Source: an optimization exercise on an open RTL-to-GDS flow (aim: small area and a short achievable clock period). Production flows keep margins and buffers that such runs may drop. In this exercise RTL edits were held to simulation tests only and were not proved equivalent to the original.

`flow/flow/run.sh`:
```
#!/bin/bash
# Standard ORFS layout of the standard synthesis, with these changes in how it is made:
#  - after synthesis, flow/polar.py re-polarises full adders (FA(~a,~b,~c) =
#    ~FA(a,b,c)) to drop inverters; the registers and the function are unchanged;
#  - the gate driving spike_out takes the reset from the reset port's buffer
#    directly, not through the reset's fan-out buffers (flow/post_grt.tcl);
set -e
cp standard.sh standard.sh.log
export SETUP_SLACK_MARGIN=${FLOW_SETUP_MARGIN:-12.15}
export BUFFER_PORTS_ARGS="-buffer_cell sky130_fd_sc_hd__buf_2"
# after global routing: the reset input of spike_out's gate is fed straight from
# the reset port's buffer (flow/post_grt.tcl)
export POST_GLOBAL_ROUTE_TCL=$(pwd)/flow/post_grt.tcl
bash standard.sh synth > synth.log 2>&1
R=orfs/results/sky130hd/izhneuron_verilog/base
cp $R/1_2_yosys.v yosys_netlist_before_polar.v.log
python3 flow/polar.py $R/1_2_yosys.v $R/1_2_yosys.polar.v > polar.log 2>&1
mv $R/1_2_yosys.polar.v $R/1_2_yosys.v
rm -f $R/1_synth.odb
bash standard.sh > standard.log 2>&1
```
`flow/flow/polar.py`:
```
#!/usr/bin/env python3
"""Re-polarise full adders in a mapped sky130hd netlist to remove inverters.

A full adder is self-dual: FA(~a, ~b, ~c) = (~sum, ~cout). Flipping an adder
complements what its inputs must carry and what its outputs carry, so the
inverters around it can move or vanish. Likewise a gate with a complementary
cell (and2/nand2, or2/nor2, xor2/xnor2, ...) can be swapped for it with its
output's polarity flipped. A simulated-annealing search picks the flips that
leave the least inverter and gate area. The netlist's function is unchanged.
usage: polar.py in.v out.v
"""
import re
import sys
import random
from collections import defaultdict

src = open(sys.argv[1]).read()
cell_re = re.compile(r'^(\s*)(sky130_fd_sc_hd__\w+)\s+(\\\S+\s|\S+)\s*\((.*?)\);\n', re.S | re.M)
pin_re = re.compile(r'\.(\w+)\(\s*([^()]*?)\s*\)')
OUTPINS = {'X', 'Y', 'SUM', 'COUT', 'Q', 'Q_N', 'HI', 'LO'}

cells = []
for m in cell_re.finditer(src):
    pins = [(p, n) for p, n in pin_re.findall(m.group(4))]
    cells.append({'span': m.span(), 'ind': m.group(1), 'type': m.group(2), 'name': m.group(3), 'pins': pins})

outports = set()
for m in re.finditer(r'^\s*output\s+(\[[^\]]*\]\s*)?([^;]+);', src, re.M):
    rng, names = m.group(1), m.group(2)
    for nm in names.split(','):
        nm = nm.strip()
        if rng:
            hi, lo = map(int, re.findall(r'-?\d+', rng))
            for i in range(min(hi, lo), max(hi, lo) + 1):
                outports.add(f"{nm}[{i}]")
        else:
            outports.add(nm)

def is_inv(c):
    return re.match(r'sky130_fd_sc_hd__(inv|clkinv)_\d+$', c['type']) is not None

def is_fa(c):
    return re.match(r'sky130_fd_sc_hd__fa_\d+$', c['type']) is not None

# inverters that can be dissolved: input and output both internal nets
inv_of = {}   # output net -> input net
dissolve = set()
for i, c in enumerate(cells):
    if is_inv(c):
        d = dict(c['pins'])
        if d['Y'] not in outports:
            inv_of[d['Y']] = d['A']
            dissolve.add(i)

def root(net):
    p = 0
    while net in inv_of:
        net = inv_of[net]
        p ^= 1
    return net, p

COMP = {}
for a, b in [('and2', 'nand2'), ('or2', 'nor2'), ('and3', 'nand3'), ('or3', 'nor3'),
             ('and4', 'nand4'), ('or4', 'nor4'), ('xor2', 'xnor2')]:
    for d in ('0', '1', '2', '4'):
        COMP[f'sky130_fd_sc_hd__{a}_{d}'] = f'sky130_fd_sc_hd__{b}_{d}'
        COMP[f'sky130_fd_sc_hd__{b}_{d}'] = f'sky130_fd_sc_hd__{a}_{d}'
libsrc = open('/OpenROAD-flow-scripts/flow/platforms/sky130hd/lib/sky130_fd_sc_hd__tt_025C_1v80.lib').read() if len(sys.argv) < 4 else open(sys.argv[3]).read()
AREA = {m.group(1): float(m.group(2)) for m in re.finditer(r'cell \("(sky130_fd_sc_hd__\w+)"\)\s*\{.*?\barea\s*:\s*([\d.]+)', libsrc, re.S)}
OUTMAP = {}   # pin names of the complementary cell
for k in list(COMP):
    if k not in AREA or COMP[k] not in AREA:
        del COMP[k]

def is_gate_flip(c):
    return c['type'] in COMP and all(p in ('A', 'B', 'C', 'D', 'X', 'Y') for p, _ in c['pins'])

driver_fa = {}  # net -> flippable cell index
for i, c in enumerate(cells):
    if is_fa(c):
        for p, n in c['pins']:
            if p in ('SUM', 'COUT'):
                driver_fa[n] = i
    elif is_gate_flip(c):
        for p, n in c['pins']:
            if p in ('X', 'Y'):
                driver_fa[n] = i

# consumers: (cell index, pin, root, parity wanted in original terms)
cons = []
for i, c in enumerate(cells):
    if i in dissolve:
        continue
    for p, n in c['pins']:
        if p in OUTPINS:
            continue
        r, par = root(n)
        cons.append((i, p, r, par))
# output ports driven through dissolved inverters need the driving literal too:
# none, since inverters on output ports are kept.

fas = [i for i, c in enumerate(cells) if is_fa(c)]
gates = [i for i, c in enumerate(cells) if is_gate_flip(c)]
flip = {i: 0 for i in fas + gates}
fa_set = set(fas)

def phys(r):
    i = driver_fa.get(r)
    return flip[i] if i is not None else 0

def need(con):
    i, p, r, par = con
    want = par ^ (flip[i] if i in fa_set else 0)
    return r, want ^ phys(r)    # 1: consumer needs the complement of the physical net

INV = AREA['sky130_fd_sc_hd__inv_1']

def garea(i):
    c = cells[i]
    return AREA[COMP[c['type']]] if flip[i] else AREA[c['type']]

def cost():
    s = set()
    for con in cons:
        r, w = need(con)
        if w:
            s.add(r)
    return INV * len(s) + sum(garea(i) for i in gates)

by_root = defaultdict(list)
for k, con in enumerate(cons):
    by_root[con[2]].append(k)
fa_roots = defaultdict(set)
for k, con in enumerate(cons):
    if con[0] in flip:
        fa_roots[con[0]].add(con[2])
for i in fas + gates:
    for p, n in cells[i]['pins']:
        if p in ('SUM', 'COUT', 'X', 'Y'):
            fa_roots[i].add(n)

def local(rs, i):
    t = 0
    for r in rs:
        if any(need(cons[k])[1] for k in by_root[r]):
            t += INV
    if i in flip and i not in fa_set:
        t += garea(i)
    return t

best = cost()
start = best
random.seed(1)
import math
order = fas + gates
cur = best
best_flip = dict(flip)
T0, T1, steps = 4.0, 0.05, 60000
for step in range(steps):
    T = T0 * (T1 / T0) ** (step / steps)
    i = order[random.randrange(len(order))]
    rs = fa_roots[i]
    before = local(rs, i)
    flip[i] ^= 1
    after = local(rs, i)
    dlt = after - before
    if dlt <= 0 or random.random() < math.exp(-dlt / T):
        cur += dlt
        if cur < best - 1e-9:
            best = cur
            best_flip = dict(flip)
    else:
        flip[i] ^= 1
flip.update(best_flip)
# greedy polish
while True:
    improved = False
    for i in order:
        rs = fa_roots[i]
        before = local(rs, i)
        flip[i] ^= 1
        if local(rs, i) < before - 1e-9:
            improved = True
        else:
            flip[i] ^= 1
    if not improved:
        break
final = cost()

# rewrite
inv_net = {}
new_cells = []
k = 0
def esc(n):
    return n + " " if n.startswith("\\") else n


def inverted(r):
    global k
    if r not in inv_net:
        k += 1
        inv_net[r] = f"_pol{k}_"
        new_cells.append(f"  sky130_fd_sc_hd__inv_1 _polinv{k}_ (\n    .A({esc(r)}),\n    .Y(_pol{k}_)\n  );\n")
    return inv_net[r]

newpins = defaultdict(dict)
for con in cons:
    i, p, r, par = con
    rr, w = need(con)
    newpins[i][p] = inverted(rr) if w else rr

out = []
pos = 0
for i, c in enumerate(cells):
    a, b = c['span']
    out.append(src[pos:a])
    pos = b
    if i in dissolve:
        continue
    ctype = COMP[c['type']] if (i in flip and i not in fa_set and flip[i]) else c['type']
    pins = []
    outpin = None
    if ctype != c['type']:
        outpin = 'Y' if re.search(r'__(nand|nor|xnor)', ctype) else 'X'
    for p, n in c['pins']:
        if outpin and p in ('X', 'Y'):
            p2 = outpin
        else:
            p2 = p
        pins.append((p2, newpins[i].get(p, n)))
    body = ",\n".join(f"    .{p}({esc(n)})" for p, n in pins)
    out.append(f"{c['ind']}{ctype} {c['name']}{'' if c['name'].endswith(' ') else ' '}(\n{body}\n  );\n")
tail = src[pos:]
ei = tail.rindex('endmodule')
out.append(tail[:ei])
out.extend(new_cells)
out.append(tail[ei:])
res = "".join(out)
# declare the new nets after the module header's last wire declaration
decl = "".join(f"  wire _pol{j}_;\n" for j in range(1, k + 1))
m = list(re.finditer(r'^\s*wire [^;]*;\n', res, re.M))
p = m[-1].end()
res = res[:p] + decl + res[p:]
open(sys.argv[2], 'w').write(res)
sys.stderr.write(f"polar: {len(fas)} adders, {len(gates)} gates, {sum(flip.values())} flipped, "
                 f"{len(dissolve)} inverters removed, {k} added (cost {start:.1f} -> {final:.1f})\n")
```
`flow/flow/post_grt.tcl`:
```
# Feed the reset input of the gate that drives spike_out straight from the reset
# port's input buffer, ahead of the buffers that spread the reset to the
# registers: spike_out is cleared by the reset in the same cycle, so that input
# is on the design's shortest input-to-output path.
proc my_driver_inst { net } {
  foreach it [$net getITerms] {
    if { [$it isOutputSignal] } { return [$it getInst] }
  }
  return ""
}
proc my_is_buf { inst } {
  set m [[$inst getMaster] getName]
  return [regexp {^sky130_fd_sc_hd__(buf|clkbuf)_\d+$} $m]
}
set block [ord::get_db_block]
set rstnet [$block findNet rst]
set ibuf ""
foreach it [$rstnet getITerms] {
  if { [$it isInputSignal] } { set ibuf [$it getInst] }
}
set sonet [$block findNet spike_out]
set obuf [my_driver_inst $sonet]
if { $ibuf ne "" && $obuf ne "" && [my_is_buf $ibuf] && [my_is_buf $obuf] } {
  set ibuf_net [[$ibuf findITerm X] getNet]
  set gate [my_driver_inst [[$obuf findITerm A] getNet]]
  foreach it [$gate getITerms] {
    if { ![$it isInputSignal] } { continue }
    set n [$it getNet]
    if { $n eq "NULL" || $n eq "" } { continue }
    if { [$n getName] eq [$ibuf_net getName] } { continue }
    # follow non-inverting buffers back towards the reset input buffer
    set cur $n
    set hops 0
    while { $hops < 8 } {
      set d [my_driver_inst $cur]
      if { $d eq "" || ![my_is_buf $d] } { break }
      set cur [[$d findITerm A] getNet]
      incr hops
      if { [$cur getName] eq [$ibuf_net getName] } { break }
    }
    if { $hops > 0 && [$cur getName] eq [$ibuf_net getName] } {
      puts "post_grt: [$gate getName]/[[$it getMTerm] getName] moved from [$n getName] to [$ibuf_net getName]"
      global_route -start_incremental
      $it disconnect
      $it connect $ibuf_net
      global_route -end_incremental
      write_guides $::env(RESULTS_DIR)/route.guide
    }
  }
}
```
`flow/standard.sh`:
```
#!/bin/bash
# synth_recipe.tcl (not shown) runs the flow's synth.tcl, then flattens the netlist and writes it again
# the make line also repeats each setting of config.mk as NAME=value (left out here)
make -C /OpenROAD-flow-scripts/flow DESIGN_CONFIG=/design/flow/config.mk WORK_HOME=/design/flow/orfs CLKGATE_MAP_FILE= SYNTH_SCRIPT=/design/flow/synth_recipe.tcl "${@:-finish}"
```
`flow/config.mk`:
```
export PLATFORM = sky130hd
export DESIGN_NAME = izhneuron_verilog
export DESIGN_NICKNAME = izhneuron_verilog
export VERILOG_FILES = /design/flow/design.v
export SDC_FILE = /design/flow/constraint.sdc
export NUM_CORES = 4
export LEC_CHECK = 0
export CAP_MARGIN = 20
export CORE_MARGIN = 2
export CORE_UTILIZATION = 40
export SLEW_MARGIN = 20
```
`flow/constraint.sdc`:
```
create_clock -name core_clock -period 21.0 [get_ports {clk}]
set_input_delay 4.2000 -clock core_clock [delete_from_list [all_inputs] [get_ports {clk}]]
set_output_delay 4.2000 -clock core_clock [all_outputs]
set_load 0.01 [all_outputs]
```
`flow/design.v`:
```
module izhneuron_verilog(clk, rst, en, WE, Addr, AER_BUS, Weight, spike_out);
input wire clk;
input wire rst;
input wire en;
input wire WE;
input wire [3:0] Addr;
input wire [3:0] AER_BUS;
input wire [10:0] Weight;
output wire spike_out;
reg [10:0] mem0, mem1, mem2, mem3;
reg [3:0] valid;                  
reg [10:0] wout, acc, I;
reg [13:0] N, t;              
wire sel0 = valid[0] & (AER_BUS == 4'd0);
wire sel1 = valid[1] & (AER_BUS == 4'd1);
wire sel2 = valid[2] & (AER_BUS == 4'd2);
wire sel3 = valid[3] & (AER_BUS == 4'd3);
wire [10:0] rdg = ({11{sel0}} & mem0) | ({11{sel1}} & mem1) | ({11{sel2}} & mem2) | ({11{sel3}} & mem3);
wire sm0 = acc[0] ^ wout[0];
wire sc0 = acc[0] & wout[0];
wire sm1 = acc[1] ^ wout[1] ^ sc0;
wire sc1 = (acc[1] & wout[1]) | (acc[1] & sc0) | (wout[1] & sc0);
wire sm2 = acc[2] ^ wout[2] ^ sc1;
wire sc2 = (acc[2] & wout[2]) | (acc[2] & sc1) | (wout[2] & sc1);
wire sm3 = acc[3] ^ wout[3] ^ sc2;
wire sc3 = (acc[3] & wout[3]) | (acc[3] & sc2) | (wout[3] & sc2);
wire sm4 = acc[4] ^ wout[4] ^ sc3;
wire sc4 = (acc[4] & wout[4]) | (acc[4] & sc3) | (wout[4] & sc3);
wire sm5 = acc[5] ^ wout[5] ^ sc4;
wire sc5 = (acc[5] & wout[5]) | (acc[5] & sc4) | (wout[5] & sc4);
wire sm6 = acc[6] ^ wout[6] ^ sc5;
wire sc6 = (acc[6] & wout[6]) | (acc[6] & sc5) | (wout[6] & sc5);
wire sm7 = acc[7] ^ wout[7] ^ sc6;
wire sc7 = (acc[7] & wout[7]) | (acc[7] & sc6) | (wout[7] & sc6);
wire sm8 = acc[8] ^ wout[8] ^ sc7;
wire sc8 = (acc[8] & wout[8]) | (acc[8] & sc7) | (wout[8] & sc7);
wire sm9 = acc[9] ^ wout[9] ^ sc8;
wire sc9 = (acc[9] & wout[9]) | (acc[9] & sc8) | (wout[9] & sc8);
wire sm10 = acc[10] ^ wout[10] ^ sc9;
wire sc10 = (acc[10] & wout[10]) | (acc[10] & sc9) | (wout[10] & sc9);
wire [10:0] sum = {sm10, sm9, sm8, sm7, sm6, sm5, sm4, sm3, sm2, sm1, sm0};
wire [10:0] I_next = en ? sum : I;
wire [10:0] In = {~I[10], I[9:0]};                              
wire [10:0] Inn = {~I_next[10], I_next[9:0]};
wire g1 = N[0] & t[2];
wire p2 = N[0] | t[2];
wire g3 = N[1] & t[3];
wire p4 = N[1] | t[3];
wire g5 = N[2] & t[4];
wire p6 = N[2] | t[4];
wire g7 = N[3] & t[5];
wire p8 = N[3] | t[5];
wire g9 = N[4] & t[6];
wire p10 = N[4] | t[6];
wire g11 = N[5] & t[7];
wire p12 = N[5] | t[7];
wire G13 = g3 | (p4 & g1);
wire P14 = p4 & p2;
wire G15 = g7 | (p8 & g5);
wire P16 = p8 & p6;
wire G17 = g11 | (p12 & g9);
wire P18 = p12 & p10;
wire G19 = g5 | (p6 & G13);
wire P20 = p6 & P14;
wire G21 = G15 | (P16 & G13);
wire P22 = P16 & P14;
wire G23 = g9 | (p10 & G21);
wire P24 = p10 & P22;
wire G25 = G17 | (P18 & G21);
wire P26 = P18 & P22;
wire cdv6 = G25;
wire dvs0 = t[8] ^ N[6] ^ cdv6;
wire dvc0 = (t[8] & N[6]) | (t[8] & cdv6) | (N[6] & cdv6);
wire dvs1 = t[9] ^ N[7] ^ dvc0;
wire dvc1 = (t[9] & N[7]) | (t[9] & dvc0) | (N[7] & dvc0);
wire dvs2 = t[10] ^ N[8] ^ dvc1;
wire dvc2 = (t[10] & N[8]) | (t[10] & dvc1) | (N[8] & dvc1);
wire dvs3 = t[11] ^ N[9] ^ dvc2;
wire dvc3 = (t[11] & N[9]) | (t[11] & dvc2) | (N[9] & dvc2);
wire dvs4 = t[12] ^ N[10] ^ dvc3;
wire dvc4 = (t[12] & N[10]) | (t[12] & dvc3) | (N[10] & dvc3);
wire dvs5 = t[13] ^ N[11] ^ dvc4;
wire dvc5 = (t[13] & N[11]) | (t[13] & dvc4) | (N[11] & dvc4);
wire dvs6 = t[13] ^ N[12] ^ dvc5;
wire dvc6 = (t[13] & N[12]) | (t[13] & dvc5) | (N[12] & dvc5);
wire dvs7 = t[13] ^ N[13] ^ dvc6;
wire [7:0] d = {dvs7, dvs6, dvs5, dvs4, dvs3, dvs2, dvs1, dvs0};
wire nas0 = N[0] ^ ~d[0] ^ 1'b1;
wire nac0 = (N[0] & ~d[0]) | (N[0] & 1'b1) | (~d[0] & 1'b1);
wire nas1 = N[1] ^ ~d[1] ^ nac0;
wire nac1 = (N[1] & ~d[1]) | (N[1] & nac0) | (~d[1] & nac0);
wire nas2 = N[2] ^ ~d[2] ^ nac1;
wire nac2 = (N[2] & ~d[2]) | (N[2] & nac1) | (~d[2] & nac1);
wire nas3 = N[3] ^ ~d[3] ^ nac2;
wire nac3 = (N[3] & ~d[3]) | (N[3] & nac2) | (~d[3] & nac2);
wire nas4 = N[4] ^ ~d[4] ^ nac3;
wire nac4 = (N[4] & ~d[4]) | (N[4] & nac3) | (~d[4] & nac3);
wire nas5 = N[5] ^ ~d[5] ^ nac4;
wire nac5 = (N[5] & ~d[5]) | (N[5] & nac4) | (~d[5] & nac4);
wire nas6 = N[6] ^ ~d[6] ^ nac5;
wire nac6 = (N[6] & ~d[6]) | (N[6] & nac5) | (~d[6] & nac5);
wire nas7 = N[7] ^ ~d[7] ^ nac6;
wire nac7 = (N[7] & ~d[7]) | (N[7] & nac6) | (~d[7] & nac6);
wire nas8 = N[8] ^ ~d[7] ^ nac7;
wire nac8 = (N[8] & ~d[7]) | (N[8] & nac7) | (~d[7] & nac7);
wire nas9 = N[9] ^ ~d[7] ^ nac8;
wire nac9 = (N[9] & ~d[7]) | (N[9] & nac8) | (~d[7] & nac8);
wire nas10 = N[10] ^ ~d[7] ^ nac9;
wire nac10 = (N[10] & ~d[7]) | (N[10] & nac9) | (~d[7] & nac9);
wire nas11 = N[11] ^ ~d[7] ^ nac10;
wire nac11 = (N[11] & ~d[7]) | (N[11] & nac10) | (~d[7] & nac10);
wire nas12 = N[12] ^ ~d[7] ^ nac11;
wire nac12 = (N[12] & ~d[7]) | (N[12] & nac11) | (~d[7] & nac11);
wire nas13 = N[13] ^ ~d[7] ^ nac12;
wire [13:0] N0a = {nas13, nas12, nas11, nas10, nas9, nas8, nas7, nas6, nas5, nas4, nas3, nas2, nas1, nas0};
wire p0_1 = t[0] & t[1];
wire p0_2 = t[0] & t[2];
wire p0_3 = t[0] & t[3];
wire p0_4 = t[0] & t[4];
wire p0_5 = t[0] & t[5];
wire p0_6 = t[0] & t[6];
wire p0_7 = t[0] & t[7];
wire p0_8 = t[0] & t[8];
wire p0_9 = t[0] & t[9];
wire p0_10 = t[0] & t[10];
wire p1_2 = t[1] & t[2];
wire p1_3 = t[1] & t[3];
wire p1_4 = t[1] & t[4];
wire p1_5 = t[1] & t[5];
wire p1_6 = t[1] & t[6];
wire p1_7 = t[1] & t[7];
wire p1_8 = t[1] & t[8];
wire p1_9 = t[1] & t[9];
wire p1_10 = t[1] & t[10];
wire p2_3 = t[2] & t[3];
wire p2_4 = t[2] & t[4];
wire p2_5 = t[2] & t[5];
wire p2_6 = t[2] & t[6];
wire p2_7 = t[2] & t[7];
wire p2_8 = t[2] & t[8];
wire p2_9 = t[2] & t[9];
wire p2_10 = t[2] & t[10];
wire p3_4 = t[3] & t[4];
wire p3_5 = t[3] & t[5];
wire p3_6 = t[3] & t[6];
wire p3_7 = t[3] & t[7];
wire p3_8 = t[3] & t[8];
wire p3_9 = t[3] & t[9];
wire p3_10 = t[3] & t[10];
wire p4_5 = t[4] & t[5];
wire p4_6 = t[4] & t[6];
wire p4_7 = t[4] & t[7];
wire p4_8 = t[4] & t[8];
wire p4_9 = t[4] & t[9];
wire p4_10 = t[4] & t[10];
wire p5_6 = t[5] & t[6];
wire p5_7 = t[5] & t[7];
wire p5_8 = t[5] & t[8];
wire p5_9 = t[5] & t[9];
wire p5_10 = t[5] & t[10];
wire p6_7 = t[6] & t[7];
wire p6_8 = t[6] & t[8];
wire p6_9 = t[6] & t[9];
wire p6_10 = t[6] & t[10];
wire p7_8 = t[7] & t[8];
wire p7_9 = t[7] & t[9];
wire p7_10 = t[7] & t[10];
wire p8_9 = t[8] & t[9];
wire p8_10 = t[8] & t[10];
wire p9_10 = t[9] & t[10];
wire n0 = ~(t[11] & t[0]);
wire n1 = ~(t[11] & t[1]);
wire n2 = ~(t[11] & t[2]);
wire n3 = ~(t[11] & t[3]);
wire n4 = ~(t[11] & t[4]);
wire n5 = ~(t[11] & t[5]);
wire n6 = ~(t[11] & t[6]);
wire n7 = ~(t[11] & t[7]);
wire n8 = ~(t[11] & t[8]);
wire n9 = ~(t[11] & t[9]);
wire s27 = t[2] ^ p0_3 ^ p1_2;
wire k28 = (t[2] & p0_3) | (t[2] & p1_2) | (p0_3 & p1_2);
wire s29 = t[3] ^ p0_5 ^ p1_4;
wire k30 = (t[3] & p0_5) | (t[3] & p1_4) | (p0_5 & p1_4);
wire s31 = p0_6 ^ p1_5 ^ p2_4;
wire k32 = (p0_6 & p1_5) | (p0_6 & p2_4) | (p1_5 & p2_4);
wire s33 = 1'b1 ^ In[0] ^ N[0];
wire k34 = (1'b1 & In[0]) | (1'b1 & N[0]) | (In[0] & N[0]);
wire s35 = t[4] ^ p0_7 ^ p1_6;
wire k36 = (t[4] & p0_7) | (t[4] & p1_6) | (p0_7 & p1_6);
wire s37 = 1'b1 ^ In[1] ^ N[1];
wire k38 = (1'b1 & In[1]) | (1'b1 & N[1]) | (In[1] & N[1]);
wire s39 = p0_8 ^ p1_7 ^ p2_6;
wire k40 = (p0_8 & p1_7) | (p0_8 & p2_6) | (p1_7 & p2_6);
wire s41 = In[2] ^ N[2] ^ t[5];
wire k42 = (In[2] & N[2]) | (In[2] & t[5]) | (N[2] & t[5]);
wire s43 = p0_9 ^ p1_8 ^ p2_7;
wire k44 = (p0_9 & p1_8) | (p0_9 & p2_7) | (p1_8 & p2_7);
wire s45 = 1'b1 ^ In[3] ^ N[3];
wire k46 = (1'b1 & In[3]) | (1'b1 & N[3]) | (In[3] & N[3]);
wire s47 = p0_10 ^ p1_9 ^ p2_8;
wire k48 = (p0_10 & p1_9) | (p0_10 & p2_8) | (p1_9 & p2_8);
wire s49 = 1'b1 ^ In[4] ^ N[4];
wire k50 = (1'b1 & In[4]) | (1'b1 & N[4]) | (In[4] & N[4]);
wire s51 = t[6] ^ n0 ^ p1_10;
wire k52 = (t[6] & n0) | (t[6] & p1_10) | (n0 & p1_10);
wire s53 = p2_9 ^ p3_8 ^ p4_7;
wire k54 = (p2_9 & p3_8) | (p2_9 & p4_7) | (p3_8 & p4_7);
wire s55 = In[5] ^ N[5] ^ n1;
wire k56 = (In[5] & N[5]) | (In[5] & n1) | (N[5] & n1);
wire s57 = p2_10 ^ p3_9 ^ p4_8;
wire k58 = (p2_10 & p3_9) | (p2_10 & p4_8) | (p3_9 & p4_8);
wire s59 = In[6] ^ N[6] ^ t[7];
wire k60 = (In[6] & N[6]) | (In[6] & t[7]) | (N[6] & t[7]);
wire s61 = n2 ^ p3_10 ^ p4_9;
wire k62 = (n2 & p3_10) | (n2 & p4_9) | (p3_10 & p4_9);
wire s63 = In[7] ^ N[7] ^ n3;
wire k64 = (In[7] & N[7]) | (In[7] & n3) | (N[7] & n3);
wire s65 = p4_10 ^ p5_9 ^ p6_8;
wire k66 = (p4_10 & p5_9) | (p4_10 & p6_8) | (p5_9 & p6_8);
wire s67 = In[8] ^ N[8] ^ t[8];
wire k68 = (In[8] & N[8]) | (In[8] & t[8]) | (N[8] & t[8]);
wire s69 = n4 ^ p5_10 ^ p6_9;
wire k70 = (n4 & p5_10) | (n4 & p6_9) | (p5_10 & p6_9);
wire s71 = In[9] ^ N[9] ^ n5;
wire k72 = (In[9] & N[9]) | (In[9] & n5) | (N[9] & n5);
wire s73 = In[10] ^ N[10] ^ t[9];
wire k74 = (In[10] & N[10]) | (In[10] & t[9]) | (N[10] & t[9]);
wire s75 = n6 ^ p7_10 ^ p8_9;
wire k76 = (n6 & p7_10) | (n6 & p8_9) | (p7_10 & p8_9);
wire s77 = 1'b1 ^ N[11] ^ n7;
wire k78 = (1'b1 & N[11]) | (1'b1 & n7) | (N[11] & n7);
wire s79 = 1'b1 ^ N[12] ^ t[10];
wire k80 = (1'b1 & N[12]) | (1'b1 & t[10]) | (N[12] & t[10]);
wire s81 = 1'b1 ^ N[13] ^ n9;
wire k82 = (1'b1 & N[13]) | (1'b1 & n9) | (N[13] & n9);
wire s83 = p0_4 ^ p1_3 ^ k28;
wire k84 = (p0_4 & p1_3) | (p0_4 & k28) | (p1_3 & k28);
wire s85 = p2_5 ^ p3_4 ^ s33;
wire k86 = (p2_5 & p3_4) | (p2_5 & s33) | (p3_4 & s33);
wire s87 = p3_5 ^ k34 ^ s37;
wire k88 = (p3_5 & k34) | (p3_5 & s37) | (k34 & s37);
wire s89 = p3_6 ^ p4_5 ^ k38;
wire k90 = (p3_6 & p4_5) | (p3_6 & k38) | (p4_5 & k38);
wire s91 = s41 ^ k40 ^ s43;
wire k92 = (s41 & k40) | (s41 & s43) | (k40 & s43);
wire s93 = p3_7 ^ p4_6 ^ k42;
wire k94 = (p3_7 & p4_6) | (p3_7 & k42) | (p4_6 & k42);
wire s95 = s45 ^ k44 ^ s47;
wire k96 = (s45 & k44) | (s45 & s47) | (k44 & s47);
wire s97 = p5_6 ^ k46 ^ s49;
wire k98 = (p5_6 & k46) | (p5_6 & s49) | (k46 & s49);
wire s99 = k48 ^ s51 ^ s53;
wire k100 = (k48 & s51) | (k48 & s53) | (s51 & s53);
wire s101 = p5_7 ^ k50 ^ k52;
wire k102 = (p5_7 & k50) | (p5_7 & k52) | (k50 & k52);
wire s103 = k54 ^ s55 ^ s57;
wire k104 = (k54 & s55) | (k54 & s57) | (s55 & s57);
wire s105 = p5_8 ^ p6_7 ^ s59;
wire k106 = (p5_8 & p6_7) | (p5_8 & s59) | (p6_7 & s59);
wire s107 = k56 ^ k58 ^ s61;
wire k108 = (k56 & k58) | (k56 & s61) | (k58 & s61);
wire s109 = k60 ^ k62 ^ s63;
wire k110 = (k60 & k62) | (k60 & s63) | (k62 & s63);
wire s111 = p7_8 ^ s67 ^ k64;
wire k112 = (p7_8 & s67) | (p7_8 & k64) | (s67 & k64);
wire s113 = p6_10 ^ p7_9 ^ k68;
wire k114 = (p6_10 & p7_9) | (p6_10 & k68) | (p7_9 & k68);
wire s115 = s73 ^ k72 ^ s75;
wire k116 = (s73 & k72) | (s73 & s75) | (k72 & s75);
wire s117 = p8_10 ^ k74 ^ k76;
wire k118 = (p8_10 & k74) | (p8_10 & k76) | (k74 & k76);
wire s119 = n8 ^ p9_10 ^ s79;
wire k120 = (n8 & p9_10) | (n8 & s79) | (p9_10 & s79);
wire s121 = p2_3 ^ s29 ^ k84;
wire k122 = (p2_3 & s29) | (p2_3 & k84) | (s29 & k84);
wire s123 = k32 ^ s35 ^ s85;
wire k124 = (k32 & s35) | (k32 & s85) | (s35 & s85);
wire s125 = k36 ^ s39 ^ k86;
wire k126 = (k36 & s39) | (k36 & k86) | (s39 & k86);
wire s127 = k88 ^ s89 ^ s91;
wire k128 = (k88 & s89) | (k88 & s91) | (s89 & s91);
wire s129 = k90 ^ s93 ^ k92;
wire k130 = (k90 & s93) | (k90 & k92) | (s93 & k92);
wire s131 = k94 ^ s97 ^ k96;
wire k132 = (k94 & s97) | (k94 & k96) | (s97 & k96);
wire s133 = k98 ^ k100 ^ s101;
wire k134 = (k98 & k100) | (k98 & s101) | (k100 & s101);
wire s135 = s105 ^ k102 ^ k104;
wire k136 = (s105 & k102) | (s105 & k104) | (k102 & k104);
wire s137 = s65 ^ k106 ^ k108;
wire k138 = (s65 & k106) | (s65 & k108) | (k106 & k108);
wire s139 = k66 ^ s69 ^ k110;
wire k140 = (k66 & s69) | (k66 & k110) | (s69 & k110);
wire s141 = k70 ^ s71 ^ s113;
wire k142 = (k70 & s71) | (k70 & s113) | (s71 & s113);
wire s143 = s77 ^ k116 ^ s117;
wire k144 = (s77 & k116) | (s77 & s117) | (k116 & s117);
wire s145 = k78 ^ s119 ^ k118;
wire k146 = (k78 & s119) | (k78 & k118) | (s119 & k118);
wire s147 = k80 ^ s81 ^ k120;
wire k148 = (k80 & s81) | (k80 & k120) | (s81 & k120);
wire s149 = k30 ^ s31;
wire k150 = k30 & s31;
wire s151 = s87 ^ k124;
wire k152 = s87 & k124;
wire s153 = k126 ^ s127;
wire k154 = k126 & s127;
wire s155 = s95 ^ k128 ^ s129;
wire k156 = (s95 & k128) | (s95 & s129) | (k128 & s129);
wire s157 = s99 ^ k130 ^ s131;
wire k158 = (s99 & k130) | (s99 & s131) | (k130 & s131);
wire s159 = s103 ^ k132 ^ s133;
wire k160 = (s103 & k132) | (s103 & s133) | (k132 & s133);
wire s161 = s107 ^ k134 ^ s135;
wire k162 = (s107 & k134) | (s107 & s135) | (k134 & s135);
wire s163 = s109 ^ k136 ^ s137;
wire k164 = (s109 & k136) | (s109 & s137) | (k136 & s137);
wire s165 = s111 ^ k138 ^ s139;
wire k166 = (s111 & k138) | (s111 & s139) | (k138 & s139);
wire s167 = k112 ^ s141 ^ k140;
wire k168 = (k112 & s141) | (k112 & k140) | (s141 & k140);
wire s169 = k114 ^ s115 ^ k142;
wire k170 = (k114 & s115) | (k114 & k142) | (s115 & k142);
wire g171 = t[0] & 1'b0;
wire p172 = t[0] | 1'b0;
wire g173 = 1'b0 & 1'b0;
wire p174 = 1'b0 | 1'b0;
wire g175 = t[1] & p0_1;
wire p176 = t[1] | p0_1;
wire g177 = p0_2 & 1'b0;
wire p178 = p0_2 | 1'b0;
wire g179 = s27 & 1'b0;
wire p180 = s27 | 1'b0;
wire g181 = s83 & 1'b0;
wire p182 = s83 | 1'b0;
wire g183 = s121 & 1'b0;
wire p184 = s121 | 1'b0;
wire g185 = s149 & k122;
wire p186 = s149 | k122;
wire G187 = g173 | (p174 & g171);
wire P188 = p174 & p172;
wire G189 = g177 | (p178 & g175);
wire P190 = p178 & p176;
wire G191 = g181 | (p182 & g179);
wire P192 = p182 & p180;
wire G193 = g185 | (p186 & g183);
wire P194 = p186 & p184;
wire G195 = g175 | (p176 & G187);
wire P196 = p176 & P188;
wire G197 = G189 | (P190 & G187);
wire P198 = P190 & P188;
wire G199 = g183 | (p184 & G191);
wire P200 = p184 & P192;
wire G201 = G193 | (P194 & G191);
wire P202 = P194 & P192;
wire G203 = g179 | (p180 & G197);
wire P204 = p180 & P198;
wire G205 = G191 | (P192 & G197);
wire P206 = P192 & P198;
wire G207 = G199 | (P200 & G197);
wire P208 = P200 & P198;
wire G209 = G201 | (P202 & G197);
wire P210 = P202 & P198;
wire lc8 = G209;
wire s211 = k150 ^ s123;
wire k212 = k150 & s123;
wire s213 = s125 ^ s151;
wire k214 = s125 & s151;
wire s215 = k152 ^ s153;
wire k216 = k152 & s153;
wire s217 = k154 ^ s155;
wire k218 = k154 & s155;
wire s219 = k156 ^ s157;
wire k220 = k156 & s157;
wire s221 = k158 ^ s159;
wire k222 = k158 & s159;
wire s223 = k160 ^ s161;
wire k224 = k160 & s161;
wire s225 = k162 ^ s163;
wire k226 = k162 & s163;
wire s227 = k164 ^ s165;
wire k228 = k164 & s165;
wire s229 = k166 ^ s167;
wire k230 = k166 & s167;
wire s231 = s169 ^ k168;
wire k232 = s169 & k168;
wire s233 = s143 ^ k170;
wire k234 = s143 & k170;
wire s235 = k144 ^ s145;
wire k236 = k144 & s145;
wire s237 = s147 ^ k146;
wire k238 = s147 & k146;
wire g239 = s211 & lc8;
wire x241 = s211 ^ lc8;
wire g242 = k212 & s213;
wire x244 = k212 ^ s213;
wire g245 = k214 & s215;
wire x247 = k214 ^ s215;
wire g248 = k216 & s217;
wire x250 = k216 ^ s217;
wire g251 = k218 & s219;
wire x253 = k218 ^ s219;
wire g254 = k220 & s221;
wire x256 = k220 ^ s221;
wire g257 = k222 & s223;
wire x259 = k222 ^ s223;
wire g260 = k224 & s225;
wire x262 = k224 ^ s225;
wire g263 = k226 & s227;
wire x265 = k226 ^ s227;
wire g266 = s229 & k228;
wire x268 = s229 ^ k228;
wire g269 = s231 & k230;
wire x271 = s231 ^ k230;
wire g272 = s233 & k232;
wire x274 = s233 ^ k232;
wire g275 = s235 & k234;
wire x277 = s235 ^ k234;
wire g278 = s237 & k236;
wire x280 = s237 ^ k236;
wire o281 = s211 | lc8;
wire o282 = k212 | s213;
wire o283 = k214 | s215;
wire o284 = k216 | s217;
wire o285 = k218 | s219;
wire o286 = k220 | s221;
wire o287 = k222 | s223;
wire o288 = k224 | s225;
wire o289 = k226 | s227;
wire o290 = s229 | k228;
wire o291 = s231 | k230;
wire o292 = s233 | k232;
wire o293 = s235 | k234;
wire G294 = g242 | (o282 & g239);
wire P295 = o282 & o281;
wire G296 = g248 | (o284 & g245);
wire P297 = o284 & o283;
wire G298 = g254 | (o286 & g251);
wire P299 = o286 & o285;
wire G300 = g260 | (o288 & g257);
wire P301 = o288 & o287;
wire G302 = g266 | (o290 & g263);
wire P303 = o290 & o289;
wire G304 = g272 | (o292 & g269);
wire P305 = o292 & o291;
wire G306 = g245 | (o283 & G294);
wire P307 = o283 & P295;
wire G308 = G296 | (P297 & G294);
wire P309 = P297 & P295;
wire G310 = g257 | (o287 & G298);
wire P311 = o287 & P299;
wire G312 = G300 | (P301 & G298);
wire P313 = P301 & P299;
wire G314 = g269 | (o291 & G302);
wire P315 = o291 & P303;
wire G316 = G304 | (P305 & G302);
wire P317 = P305 & P303;
wire G318 = g251 | (o285 & G308);
wire P319 = o285 & P309;
wire G320 = G298 | (P299 & G308);
wire P321 = P299 & P309;
wire G322 = G310 | (P311 & G308);
wire P323 = P311 & P309;
wire G324 = G312 | (P313 & G308);
wire P325 = P313 & P309;
wire G326 = g275 | (o293 & G316);
wire P327 = o293 & P317;
wire G328 = g263 | (o289 & G324);
wire P329 = o289 & P325;
wire G330 = G302 | (P303 & G324);
wire P331 = P303 & P325;
wire G332 = G314 | (P315 & G324);
wire P333 = P315 & P325;
wire G334 = G316 | (P317 & G324);
wire P335 = P317 & P325;
wire G336 = G326 | (P327 & G324);
wire P337 = P327 & P325;
wire wsn = x280 ^ G336;
wire s338 = 1'b1 ^ ~In[0] ^ k150;
wire k339 = (1'b1 & ~In[0]) | (1'b1 & k150) | (~In[0] & k150);
wire s340 = 1'b1 ^ ~In[1] ^ s125;
wire k341 = (1'b1 & ~In[1]) | (1'b1 & s125) | (~In[1] & s125);
wire s342 = 1'b1 ^ ~In[2] ^ k152;
wire k343 = (1'b1 & ~In[2]) | (1'b1 & k152) | (~In[2] & k152);
wire s344 = 1'b1 ^ ~In[3] ^ k154;
wire k345 = (1'b1 & ~In[3]) | (1'b1 & k154) | (~In[3] & k154);
wire s346 = 1'b1 ^ ~In[4] ^ k156;
wire k347 = (1'b1 & ~In[4]) | (1'b1 & k156) | (~In[4] & k156);
wire s348 = ~In[5] ^ k158 ^ s159;
wire k349 = (~In[5] & k158) | (~In[5] & s159) | (k158 & s159);
wire s350 = 1'b1 ^ ~In[6] ^ k160;
wire k351 = (1'b1 & ~In[6]) | (1'b1 & k160) | (~In[6] & k160);
wire s352 = ~In[7] ^ k162 ^ s163;
wire k353 = (~In[7] & k162) | (~In[7] & s163) | (k162 & s163);
wire s354 = 1'b1 ^ ~In[8] ^ k164;
wire k355 = (1'b1 & ~In[8]) | (1'b1 & k164) | (~In[8] & k164);
wire s356 = 1'b1 ^ ~In[9] ^ k166;
wire k357 = (1'b1 & ~In[9]) | (1'b1 & k166) | (~In[9] & k166);
wire s358 = ~In[10] ^ s169 ^ k168;
wire k359 = (~In[10] & s169) | (~In[10] & k168) | (s169 & k168);
wire s360 = 1'b1 ^ s143 ^ k170;
wire k361 = (1'b1 & s143) | (1'b1 & k170) | (s143 & k170);
wire s362 = 1'b1 ^ k144 ^ s145;
wire k363 = (1'b1 & k144) | (1'b1 & s145) | (k144 & s145);
wire s364 = 1'b1 ^ s147 ^ k146;
wire k365 = (1'b1 & s147) | (1'b1 & k146) | (s147 & k146);
wire s366 = s123 ^ s338;
wire k367 = s123 & s338;
wire s368 = k339 ^ s151 ^ s340;
wire k369 = (k339 & s151) | (k339 & s340) | (s151 & s340);
wire s370 = k341 ^ s153 ^ s342;
wire k371 = (k341 & s153) | (k341 & s342) | (s153 & s342);
wire s372 = s155 ^ k343 ^ s344;
wire k373 = (s155 & k343) | (s155 & s344) | (k343 & s344);
wire s374 = s157 ^ k345 ^ s346;
wire k375 = (s157 & k345) | (s157 & s346) | (k345 & s346);
wire s376 = k347 ^ s348;
wire k377 = k347 & s348;
wire s378 = s161 ^ s350 ^ k349;
wire k379 = (s161 & s350) | (s161 & k349) | (s350 & k349);
wire s380 = k351 ^ s352;
wire k381 = k351 & s352;
wire s382 = s165 ^ s354 ^ k353;
wire k383 = (s165 & s354) | (s165 & k353) | (s354 & k353);
wire s384 = s167 ^ k355 ^ s356;
wire k385 = (s167 & k355) | (s167 & s356) | (k355 & s356);
wire s386 = k357 ^ s358;
wire k387 = k357 & s358;
wire s388 = s360 ^ k359;
wire k389 = s360 & k359;
wire s390 = s362 ^ k361;
wire k391 = s362 & k361;
wire s392 = s364 ^ k363;
wire k393 = s364 & k363;
wire s394 = s366 ^ lc8 ^ ~d[0];
wire k395 = (s366 & lc8) | (s366 & ~d[0]) | (lc8 & ~d[0]);
wire s396 = k367 ^ s368 ^ ~d[1];
wire k397 = (k367 & s368) | (k367 & ~d[1]) | (s368 & ~d[1]);
wire s398 = k369 ^ s370 ^ ~d[2];
wire k399 = (k369 & s370) | (k369 & ~d[2]) | (s370 & ~d[2]);
wire s400 = k371 ^ s372 ^ ~d[3];
wire k401 = (k371 & s372) | (k371 & ~d[3]) | (s372 & ~d[3]);
wire s402 = k373 ^ s374 ^ ~d[4];
wire k403 = (k373 & s374) | (k373 & ~d[4]) | (s374 & ~d[4]);
wire s404 = s376 ^ k375 ^ ~d[5];
wire k405 = (s376 & k375) | (s376 & ~d[5]) | (k375 & ~d[5]);
wire s406 = k377 ^ s378 ^ ~d[6];
wire k407 = (k377 & s378) | (k377 & ~d[6]) | (s378 & ~d[6]);
wire s408 = s380 ^ k379 ^ d[7];
wire k409 = (s380 & k379) | (s380 & d[7]) | (k379 & d[7]);
wire s410 = k381 ^ s382 ^ Inn[8];
wire k411 = (k381 & s382) | (k381 & Inn[8]) | (s382 & Inn[8]);
wire s412 = k383 ^ s384 ^ Inn[9];
wire k413 = (k383 & s384) | (k383 & Inn[9]) | (s384 & Inn[9]);
wire s414 = s386 ^ k385 ^ Inn[10];
wire k415 = (s386 & k385) | (s386 & Inn[10]) | (k385 & Inn[10]);
wire s416 = Inn[1] ^ k395 ^ s396;
wire k417 = (Inn[1] & k395) | (Inn[1] & s396) | (k395 & s396);
wire s418 = Inn[2] ^ k397 ^ s398;
wire k419 = (Inn[2] & k397) | (Inn[2] & s398) | (k397 & s398);
wire s420 = Inn[3] ^ k399 ^ s400;
wire k421 = (Inn[3] & k399) | (Inn[3] & s400) | (k399 & s400);
wire s422 = Inn[4] ^ k401 ^ s402;
wire k423 = (Inn[4] & k401) | (Inn[4] & s402) | (k401 & s402);
wire s424 = Inn[5] ^ k403 ^ s404;
wire k425 = (Inn[5] & k403) | (Inn[5] & s404) | (k403 & s404);
wire s426 = Inn[6] ^ k405 ^ s406;
wire k427 = (Inn[6] & k405) | (Inn[6] & s406) | (k405 & s406);
wire s428 = Inn[7] ^ k407 ^ s408;
wire k429 = (Inn[7] & k407) | (Inn[7] & s408) | (k407 & s408);
wire s430 = s388 ^ k387 ^ k415;
wire k431 = (s388 & k387) | (s388 & k415) | (k387 & k415);
wire s432 = ~spk ^ k421;
wire k433 = ~spk & k421;
wire s434 = k423 ^ s424;
wire k435 = k423 & s424;
wire s436 = ~spk ^ k425 ^ s426;
wire k437 = (~spk & k425) | (~spk & s426) | (k425 & s426);
wire s438 = k427 ^ s428;
wire k439 = k427 & s428;
wire s440 = k409 ^ s410 ^ k429;
wire k441 = (k409 & s410) | (k409 & k429) | (s410 & k429);
wire s442 = k411 ^ s412;
wire k443 = k411 & s412;
wire s444 = k413 ^ s414;
wire k445 = k413 & s414;
wire s446 = s390 ^ k389;
wire k447 = s390 & k389;
wire s448 = s392 ^ k391;
wire k449 = s392 & k391;
wire g450 = Inn[0] & s394;
wire x452 = Inn[0] ^ s394;
wire g453 = s416 & 1'b0;
wire x455 = s416 ^ 1'b0;
wire g456 = k417 & s418;
wire x458 = k417 ^ s418;
wire g459 = k419 & s420;
wire x461 = k419 ^ s420;
wire g462 = s422 & s432;
wire x464 = s422 ^ s432;
wire g465 = k433 & s434;
wire x467 = k433 ^ s434;
wire g468 = k435 & s436;
wire x470 = k435 ^ s436;
wire g471 = s438 & k437;
wire x473 = s438 ^ k437;
wire g474 = k439 & s440;
wire x476 = k439 ^ s440;
wire g477 = s442 & k441;
wire x479 = s442 ^ k441;
wire g480 = k443 & s444;
wire x482 = k443 ^ s444;
wire g483 = k445 & s430;
wire x485 = k445 ^ s430;
wire g486 = s446 & k431;
wire x488 = s446 ^ k431;
wire g489 = s448 & k447;
wire x491 = s448 ^ k447;
wire G492 = g453 | (x455 & g450);
wire P493 = x455 & x452;
wire G494 = g459 | (x461 & g456);
wire P495 = x461 & x458;
wire G496 = g465 | (x467 & g462);
wire P497 = x467 & x464;
wire G498 = g471 | (x473 & g468);
wire P499 = x473 & x470;
wire G500 = g477 | (x479 & g474);
wire P501 = x479 & x476;
wire G502 = g483 | (x485 & g480);
wire P503 = x485 & x482;
wire G504 = g489 | (x491 & g486);
wire P505 = x491 & x488;
wire G506 = g456 | (x458 & G492);
wire P507 = x458 & P493;
wire G508 = G494 | (P495 & G492);
wire P509 = P495 & P493;
wire G510 = g468 | (x470 & G496);
wire P511 = x470 & P497;
wire G512 = G498 | (P499 & G496);
wire P513 = P499 & P497;
wire G514 = g480 | (x482 & G500);
wire P515 = x482 & P501;
wire G516 = G502 | (P503 & G500);
wire P517 = P503 & P501;
wire G518 = g462 | (x464 & G508);
wire P519 = x464 & P509;
wire G520 = G496 | (P497 & G508);
wire P521 = P497 & P509;
wire G522 = G510 | (P511 & G508);
wire P523 = P511 & P509;
wire G524 = G512 | (P513 & G508);
wire P525 = P513 & P509;
wire G526 = g486 | (x488 & G516);
wire P527 = x488 & P517;
wire G528 = G504 | (P505 & G516);
wire P529 = P505 & P517;
wire G530 = g474 | (x476 & G524);
wire P531 = x476 & P525;
wire G532 = G500 | (P501 & G524);
wire P533 = P501 & P525;
wire G534 = G514 | (P515 & G524);
wire P535 = P515 & P525;
wire G536 = G516 | (P517 & G524);
wire P537 = P517 & P525;
wire G538 = G526 | (P527 & G524);
wire P539 = P527 & P525;
wire G540 = G528 | (P529 & G524);
wire P541 = P529 & P525;
wire [13:0] y;
assign y[0] = x452 ^ 1'b0;
assign y[1] = x455 ^ g450;
assign y[2] = x458 ^ G492;
assign y[3] = x461 ^ G506;
assign y[4] = x464 ^ G508;
assign y[5] = x467 ^ G518;
assign y[6] = x470 ^ G520;
assign y[7] = x473 ^ G522;
assign y[8] = x476 ^ G524;
assign y[9] = x479 ^ G530;
assign y[10] = x482 ^ G532;
assign y[11] = x485 ^ G534;
assign y[12] = x488 ^ G536;
assign y[13] = x491 ^ G538;
wire nnd4 = N0a[4] ^ spk;
wire nnb4 = ~N0a[4] & spk;
wire nnd5 = N0a[5] ^ nnb4;
wire nnb5 = ~N0a[5] & nnb4;
wire nnd6 = N0a[6] ^ spk ^ nnb5;
wire nnb6 = (~N0a[6] & spk) | (~N0a[6] & nnb5) | (spk & nnb5);
wire nnd7 = N0a[7] ^ nnb6;
wire nnb7 = ~N0a[7] & nnb6;
wire nnd8 = N0a[8] ^ nnb7;
wire nnb8 = ~N0a[8] & nnb7;
wire nnd9 = N0a[9] ^ nnb8;
wire nnb9 = ~N0a[9] & nnb8;
wire nnd10 = N0a[10] ^ nnb9;
wire nnb10 = ~N0a[10] & nnb9;
wire nnd11 = N0a[11] ^ nnb10;
wire nnb11 = ~N0a[11] & nnb10;
wire nnd12 = N0a[12] ^ nnb11;
wire nnb12 = ~N0a[12] & nnb11;
wire nnd13 = N0a[13] ^ nnb12;
wire nnb13 = ~N0a[13] & nnb12;
wire [13:0] N_next = {nnd13, nnd12, nnd11, nnd10, nnd9, nnd8, nnd7, nnd6, nnd5, nnd4, N0a[3:0]};
wire signed [13:0] ts = t;
wire f = ts < -14'sd1285;               
wire spk = f | ~wsn;
assign spike_out = ~rst & spk;
wire g = ~y[13] & (y[12:0] > 13'd1068);
wire [13:0] t_next = (f | g) ? 14'd118 : y;
always @(posedge clk) begin
	if (WE && Addr[3:2] == 2'b00) begin
		case (Addr[1:0])
			2'd0: mem0 <= Weight;
			2'd1: mem1 <= Weight;
			2'd2: mem2 <= Weight;
			default: mem3 <= Weight;
		endcase
	end
	if (rst) begin
		valid <= 4'b0000;
		wout <= 11'd0; acc <= 11'd0; I <= 11'd0;
		N <= 14'd16112; t <= 14'd118;
	end else begin
		if (WE && Addr[3:2] == 2'b00) valid[Addr[1:0]] <= 1'b1;
		if (!WE) wout <= rdg;
		acc <= en ? 11'd0 : sum;
		I <= I_next;
		N <= N_next;
		t <= t_next;
	end
end
endmodule
```
==> flow_metrics.env, run 1 <==
export IMPL_report_final_slew_viol_count=0
export IMPL_worstPathCellList="buf_8 > and3b_1 > buf_2"
export IMPL_clock_sinks=109
export IMPL_crit_required_ns=16.80
export IMPL_die_w_microns=149
export IMPL_syn_nets=973
export IMPL_slowest_delay_ns=0.20
export IMPL_yosys_warnings=1
export IMPL_clkLatencyLatePin_ns=0.35
export IMPL_area_growth_pct=10.4
export IMPL_routabilityCongestion=0.828
export IMPL_drt_iter0_markers=354
export IMPL_wire_per_inst_microns=17.5
export IMPL_cts_tree="built"
export IMPL_mappedNetlistArea_sq_mm=0.00844
export IMPL_final_layout_size_suffix_gt1_share_pct=10.7
export IMPL_num_nets_final=993
export IMPL_setup_viol=0
export IMPL_cts_resized=22
export IMPL_ctsHtreeMaxLevel=3
export IMPL_dp_hpwl_mm=14.4
export IMPL_skew_ns=0.0102
export IMPL_start_kind="primary input"
export IMPL_critPathCaptureType="output port"
export IMPL_post_route_drc_count=0
export IMPL_vias_per_cell=5.04
export IMPL_regArea_sq_mm=0.00265
export IMPL_final_common_cell="fa_1"
export IMPL_critPathMaxFanout=3
export IMPL_portBuffers=23
export IMPL_max_freq_mhz=113
export IMPL_post_route_period_util_pct=42.1
export IMPL_cp_slowest_cell="and3b_1"
export IMPL_fin_setup_tns_ns=0
export IMPL_hold_viol=0
export IMPL_final_cell_mix="123 x fa_1, 98 x inv_1, 68 x ha_1"
export IMPL_ctsHoldBuffers=0
export IMPL_totalWireLength_mm=18.6
export IMPL_antenna_cells=0
export IMPL_worstPathArrival_ns=4.65
export IMPL_clock_path_buffers=2
export IMPL_worst_pin_slew_ns=0.842
export IMPL_worst_path_buf_inv=2
export IMPL_whs_ns=0.477
export IMPL_row_count=53
export IMPL_die_h_microns=149
export IMPL_numCtsBuffers=9
export IMPL_path_delay_family="buffers and inverters"
export IMPL_start_util_pct=40.4
export IMPL_antenna_left=0
export IMPL_cts_root_buf="clkbuf_16"
export IMPL_grt_max_degree=26
export IMPL_io_pins=24
export IMPL_multi_input_area_sq_mm=0.00539
export IMPL_core_sq_mm=0.0209
export IMPL_first_pass_iters=4
export IMPL_grt_use_total_pct=18.3
export IMPL_status="finished clean"
export IMPL_cts_setup_buffers=3
export IMPL_grt_pass1_vias=5742
export IMPL_avgSynthCellArea_sq_um=11.1
export IMPL_hold_path_class="flip-flop to flip-flop"
export IMPL_grt_pass1_wl_mm=30.7
export IMPL_clkTransAtPathRegs_ns=0.07
export IMPL_fin_crit_ns=8.85
export IMPL_dieArea_sq_mm=0.0223
export IMPL_nFillCells=1967
export IMPL_vias=5339
export IMPL_critPathKind="primary input to output port"
export IMPL_drv_cap=0
export IMPL_relSlewSlack_pct=43.7
export IMPL_antenna_found_initial=0
export IMPL_grt_ovfl_total=0
export IMPL_synthesis_instances=759
[worst reg2reg max path, cell delays in order, from the launching register on]
cell and delay (ns):
dfxtp_2 0.48, o211ai_1 0.15, a22oi_1 0.19, a221oi_1 0.09
a221oi_1 0.26, a21oi_1 0.08, maj3_1 0.38, fa_1 0.39
fa_1 0.39, fa_1 0.40, fa_1 0.37, inv_1 0.07
fa_1 0.49, fa_1 0.44, fa_1 0.38, fa_1 0.38
fa_1 0.40, fa_1 0.39, fa_1 0.38, fa_1 0.39
fa_1 0.39, fa_1 0.44, ha_1 0.21, xnor2_1 0.21
xnor2_1 0.14, nand2b_1 0.07
[flip-flops by register name, summed over array words and instances (netlist names)]
| signal | flops |
|---|---|
| N | 14 |
| t | 14 |
| I | 11 |
| acc | 11 |
| mem0 | 11 |
| mem1 | 11 |
| mem2 | 11 |
| mem3 | 11 |
| wout | 11 |
| valid | 4 |
[per-layer routing]
layer | share of wire, % | global-route usage (%) | wire [microns] | vias up
met1 | 47 | 25.0 | 8690 | 2668
li1 | - | - | - | 2573
met3 | 2.4 | 2.72 | 454 | 19
met5 | 0 | 0 | 0 | -
met2 | 49 | 30.2 | 9080 | 79
met4 | 1.9 | 5.38 | 346 | 0
[through the flow]
stage          utilization (%)  std cells  instance area (sq um)  setup slack [ns]
3_3_place_gp              42.4       1035                   8850             11.71
6_report                  44.6       1059                   9320             12.15
2_1_floorplan                -        759                   8440             12.20
3_5_place_dp              42.4       1035                   8850             11.73
4_1_cts                   44.3       1056                   9260             12.05
[cell type report]
| type | count | area share [%] |
|---|---|---|
| inverter | 99 | 4.03 |
| timing repair buffer | 36 | 3.06 |
| tap | 275 | 3.69 |
| multi-input combinational | 524 | 57.8 |
| clock inverter | 6 | 0.470 |
| sequential | 109 | 28.5 |
| clock buffer | 10 | 2.46 |
[path summary, 6_finish.rpt]
| path | from | to | slack [ns] | depth (start not counted) |
|---|---|---|---|---|
| setup reg to reg | t[2] | N[13] | 12.94 | 25 |
| hold reg to reg | valid[0] | valid[0] | 0.48 | 2 |
| hold / removal | valid[0] | valid[0] | 0.48 | 2 |
| setup / recovery | rst | spike_out | 12.15 | 3 |
==> inputs of run 2 (changes only) <==
--- a/flow/design.v
+++ b/flow/design.v
@@ -709,6 +709,7 @@
 assign spike_out = ~rst & spk;
 wire g = ~y[13] & (y[12:0] > 13'd1068);
-wire [13:0] t_next = (f | g) ? 14'd118 : y;
+wire [13:0] t_next = (rst | f | g) ? 14'd118 : y;    
 always @(posedge clk) begin
+	t <= t_next;
 	if (WE && Addr[3:2] == 2'b00) begin
 		case (Addr[1:0])
@@ -722,5 +723,5 @@
 		valid <= 4'b0000;
 		wout <= 11'd0; acc <= 11'd0; I <= 11'd0;
-		N <= 14'd16112; t <= 14'd118;
+		N <= 14'd16112;
 	end else begin
 		if (WE && Addr[3:2] == 2'b00) valid[Addr[1:0]] <= 1'b1;
@@ -729,5 +730,4 @@
 		I <= I_next;
 		N <= N_next;
-		t <= t_next;
 	end
 end
--- a/flow/flow/run.sh
+++ b/flow/flow/run.sh
@@ -7,5 +7,5 @@
 set -e
 cp standard.sh standard.sh.log
-export SETUP_SLACK_MARGIN=${FLOW_SETUP_MARGIN:-12.15}
+export SETUP_SLACK_MARGIN=${FLOW_SETUP_MARGIN:-12}
 export BUFFER_PORTS_ARGS="-buffer_cell sky130_fd_sc_hd__buf_2"
 # after global routing: the reset input of spike_out's gate is fed straight from
==> run 2 against run 1 <==
Compared with the run above: final cell count up 0.47%; synthesized cell count down 0.92%; global-route usage up 0.22 points; clock-buffer cell count unchanged; core utilization up 0.61 points; via count down 1.1%; sequential share of layout area down 0.24 points; critical path depth unchanged; critical endpoint unchanged; highest routed layer unchanged.
==> flow_metrics.env, run 2 <==
export IMPL_status="finished clean"
export IMPL_core_sq_mm=0.0208
export IMPL_whs_ns=0.485
export IMPL_start_kind="primary input"
export IMPL_synthesis_instances=752
export IMPL_grt_use_total_pct=18.5
export IMPL_yosys_warnings=1
export IMPL_dieArea_sq_mm=0.0222
export IMPL_final_core_util_pct=45.2
export IMPL_fin_setup_tns_ns=0
export IMPL_hold_path_class="flip-flop to flip-flop"
export IMPL_drv_cap=0
export IMPL_cts_tree="built"
export IMPL_routabilityCongestion=0.837
export IMPL_skew_ns=0.0109
export IMPL_post_route_drc_count=0
export IMPL_first_pass_iters=5
export IMPL_cp_slowest_cell="nor3_4"
export IMPL_die_h_microns=149
export IMPL_numCtsBuffers=9
export IMPL_portBuffers=23
export IMPL_setup_viol=0
export IMPL_cts_setup_buffers=1
export IMPL_start_util_pct=40.4
export IMPL_antenna_found_initial=0
export IMPL_grt_max_degree=26
export IMPL_grt_pass1_wl_mm=31.0
export IMPL_final_cell_mix="121 x fa_1, 95 x inv_1, 67 x ha_1"
export IMPL_relSlewSlack_pct=48.0
export IMPL_totalWireLength_mm=18.6
export IMPL_clkTransAtPathRegs_ns=0.07
export IMPL_clock_path_buffers=2
export IMPL_vias_per_cell=4.96
export IMPL_placedInstanceArea_sq_mm=0.00882
export IMPL_final_area_sq_mm=0.00942
export IMPL_die_w_microns=149
export IMPL_crit_required_ns=16.80
export IMPL_report_final_slew_viol_count=0
export IMPL_ctsHtreeMaxLevel=3
export IMPL_dp_hpwl_mm=14.4
export IMPL_antenna_left=0
export IMPL_row_count=53
export IMPL_slowest_delay_ns=0.21
export IMPL_final_layout_size_suffix_gt1_share_pct=12.5
export IMPL_worst_pin_slew_ns=0.768
export IMPL_critPathCaptureType="output port"
export IMPL_fin_crit_ns=8.89
export IMPL_cts_resized=15
export IMPL_nFillCells=2014
export IMPL_grt_pass1_vias=5713
export IMPL_io_pins=24
export IMPL_drt_iter0_markers=276
export IMPL_worstPathArrival_ns=4.69
export IMPL_hold_viol=0
export IMPL_final_common_cell="fa_1"
export IMPL_ctsHoldBuffers=0
export IMPL_post_route_period_util_pct=42.3
export IMPL_wire_per_inst_microns=17.5
export IMPL_largestRegisters="N (14), t (14)"
export IMPL_critPathKind="primary input to output port"
export IMPL_worstPathCellList="buf_12 > nor3_4 > buf_2"
export IMPL_critPathMaxFanout=3
export IMPL_mappedNetlistArea_sq_mm=0.00840
export IMPL_cts_root_buf="clkbuf_16"
export IMPL_avgSynthCellArea_sq_um=11.2
export IMPL_antenna_cells=0
export IMPL_num_nets_final=998
export IMPL_syn_nets=966
export IMPL_max_freq_mhz=112
export IMPL_area_growth_pct=12.0
export IMPL_clock_sinks=109
export IMPL_vias=5278
export IMPL_clkLatencyLatePin_ns=0.36
export IMPL_grt_ovfl_total=0
export IMPL_rrSetupSlack_ns=13.45
-- run 2: path summary, 6_finish.rpt --
kind,start,end,cells past startpoint
setup / recovery,rst,spike_out,3
hold reg to reg,valid[2],valid[2],2
setup reg to reg,N[1],t[11],27
hold / removal,valid[2],valid[2],2
-- run 2: cell type report --
| type | instances | area [sq um] | share of cell area, % |
|---|---|---|---|
| clock buffers | 10 | 229 | 2.43 |
| clock inverters | 6 | 58.8 | 0.625 |
| inverters | 97 | 364 | 3.87 |
| multi-input cells | 520 | 5390 | 57.3 |
| flip-flops and latches | 109 | 2660 | 28.2 |
| well taps | 275 | 344 | 3.65 |
| repair buffers | 47 | 370 | 3.93 |
-- run 2: routing by layer --
layer | up-vias | GRT usage [%] | wire length [microns]
met5 | - | 0 | 0
met4 | 0 | 3.86 | 228
met3 | 22 | 3.33 | 455
met2 | 66 | 30.7 | 9220
met1 | 2639 | 25.5 | 8670
li1 | 2551 | - | -
-- run 2: worst max-delay path, delay by kind of cell --
kind | cells | cell delay, ns
buffers and inverters | 2 | 0.28
AND/OR/NAND/NOR | 1 | 0.21
-- run 2: stage by stage --
stage | worst slack (ns) | cells
after global placement | 11.73 | 1029
after CTS | 12.00 | 1048
after detailed placement | 11.75 | 1029
after floorplan | 12.03 | 752
final | 12.11 | 1064

-- static timing again, ports no longer ideal --
The results above use ideal ports. As a check the final layouts listed here were re-extracted and re-timed, cells and wires unchanged.
Step 1 sets driving cells, clkbuf_16 on the clock port and buf_2 on the other inputs (assumed; they add their load-dependent delay and slew).
Step 2 adds t to the input delays and takes it off the output delays; t is the mean of the earliest and latest rising clock arrival at the registers after step 1. Input paths then give back, and output paths get back, about the clock's delay inside the block.
Slacks: ideal / step 1 / step 2; pairs: ideal / step 1.
| run | t, ns | setup WS [ns] | worst slew at a driven data input, ns |
|---|---|---|---|
| run 1 | 0.394 | 12.155 / 12.117 / 12.117 | 0.05 |
| run 2 | 0.398 | 12.108 / 12.058 / 12.058 | 0.06 |
After both steps every run listed still meets setup and hold. For run 2, which loses most, drivers alone change the setup slack by -0.050 ns; drivers and shift together by -0.050 ns.
